Context: an optimization exercise on an open-source flow, tuned for small area, a short achievable clock period and few clock cycles per item. The choices shown serve that exercise and are no tape-out recipe. Only simulation tests tie the RTL to the original design; equivalence was not proved.

## run A
// main_file
module main_file
(
    input  wire        clk,
    input  wire        rst,         
    input  wire        start,       
    output wire        done,        
    output wire [7:0]  mem_addr,    
    output wire        mem_we,      
    output wire [31:0] mem_wdata,   
    input  wire [31:0] mem_rdata    
);
export LEC_CHECK = 0
export CAP_MARGIN = 20
export CORE_MARGIN = 2
export CORE_UTILIZATION = 60
export SLEW_MARGIN = 20
create_clock -name core_clock -period 10.0 [get_ports {clk}]
standard.sh (not shown) runs the stock make flow with config.mk's settings and CLKGATE_MAP_FILE= SYNTH_SCRIPT=/design/flow/synth_recipe.tcl, a recipe that flattens the netlist after the stock synthesis.
==> flow/flow/run.sh <==
#!/bin/bash
# Layout: the standard flow (standard.sh) with these changes:
#  - after the standard synthesis, the gates between the registers are
#    re-mapped by ABC for area (flow/resyn.tcl); registers keep their names
#    and cells;
#  - port buffers are buf_1 instead of the larger default;
#  - the clock tree uses clkbuf_8 only, without dummy loads.
set -euo pipefail
bash standard.sh synth > synth.log 2>&1
R=orfs/results/sky130hd/main_file/base
cp $R/1_2_yosys.v standard_synth.v
RESYN_IN=standard_synth.v RESYN_OUT=$R/1_2_yosys.v RESYN_SCRIPT=flow/resyn.abc \
  yosys -c flow/resyn.tcl > resyn.log 2>&1
bash standard.sh \
  BUFFER_PORTS_ARGS="-buffer_cell sky130_fd_sc_hd__buf_1" \
  SETUP_SLACK_MARGIN=5.7 \
  CTS_ARGS="-sink_clustering_enable -repair_clock_nets -dont_use_dummy_load -buf_list sky130_fd_sc_hd__clkbuf_4" \
  finish > layout.log 2>&1
==> flow/flow/resyn.abc <==
strash
dch -f
map -a
==> flow/flow/resyn.tcl <==
# Re-map the combinational logic of the standard synthesis netlist for area.
# Flip-flops (and tie cells) are kept as black boxes, so every register keeps
# its name and cell type; only the gates between them are re-mapped by ABC.
yosys -import
set lib $::env(FLOW_HOME)/platforms/sky130hd/lib/sky130_fd_sc_hd__tt_025C_1v80.lib
set dont_use {}
set f [open $::env(FLOW_HOME)/platforms/sky130hd/config.mk r]
foreach c [lsort -unique [regexp -all -inline {sky130_fd_sc_hd__[a-z0-9_]+} [read $f]]] {
  lappend dont_use -dont_use $c
}
close $f
read_liberty -ignore_miss_func -ignore_miss_data_latch $lib
read_verilog $::env(RESYN_IN)
hierarchy -top $::env(FLOW_TOP)
set seq {}
foreach c [regexp -all -inline {sky130_fd_sc_hd__[a-z0-9_]+} [exec grep -o {sky130_fd_sc_hd__[a-z0-9_]*} $::env(RESYN_IN)]] {
  if {[regexp {df|conb} $c]} { lappend seq $c }
}
yosys blackbox {*}[lsort -unique $seq]
flatten
# the flattened gates' pin wires get private names, so ports keep theirs
yosys rename -hide w:*.*
opt_clean -purge
abc -liberty $lib {*}$dont_use -script $::env(RESYN_SCRIPT)
opt_clean -purge
# cells as black boxes again, so checks see pin directions and only the top is written
read_liberty -lib -overwrite $lib
setundef -zero
hilomap -singleton -hicell sky130_fd_sc_hd__conb_1 HI -locell sky130_fd_sc_hd__conb_1 LO
splitnets
opt_clean -purge
# ports driven by a constant get a buffer each, as in the standard synthesis
insbuf -buf sky130_fd_sc_hd__buf_4 A X
opt_clean -purge
tee -o resyn_stat.txt stat -liberty $lib
check -assert -mapped
write_verilog -noattr -nohex -nodec $::env(RESYN_OUT)
Testbench counts of run A, summed over its fixed seeds: cycles 17,088, sorts 192.
Setup changes, run A to run B
Settings: CORE_UTILIZATION: 60 -> 40.
--- a/flow/flow/run.sh
+++ b/flow/flow/run.sh
@@ -17 +17 @@
-  CTS_ARGS="-sink_clustering_enable -repair_clock_nets -dont_use_dummy_load -buf_list sky130_fd_sc_hd__clkbuf_4" \
+  CTS_ARGS="-sink_clustering_enable -repair_clock_nets -dont_use_dummy_load -buf_list sky130_fd_sc_hd__clkbuf_8" \
Findings:
Compared with run A, run B shows a area of combinational cells with multiple inputs that is 20 um^2 higher.
Looking at run A and run B, the maximum clock skew at final layout is a wash.
The run showing the greater setup slack is run B.
From run B to run A, number of antenna repair diodes did not move at all.
Run B — core utilization 23 points lower, run A as reference

separate check: timing with driven ports:
The flow's constraints put no driver on any port. The routed layouts listed below were extracted and timed again, unchanged, in two steps.
Step 1: set_driving_cell puts a clkbuf_16 on clk and a buf_2 on each other input, an assumption about the parent block.
Step 2 also shifts input and output timing later by t, the mid clock arrival at the registers, as if the neighbouring blocks saw the same clock.
Slacks: ideal ports / drivers / drivers and shift; pairs: ideal ports / drivers.
run | t (ns) | setup slack, ns | worst slew at a driven data input, ns
run A | 0.362 | 5.695 / 5.657 / 5.625 | 0.05
run B | 0.312 | 5.728 / 5.690 / 5.598 | 0.05
After both steps every run listed still meets setup and hold. For run B, which loses most, drivers alone change the setup slack by -0.038 ns; drivers and shift together by -0.130 ns.
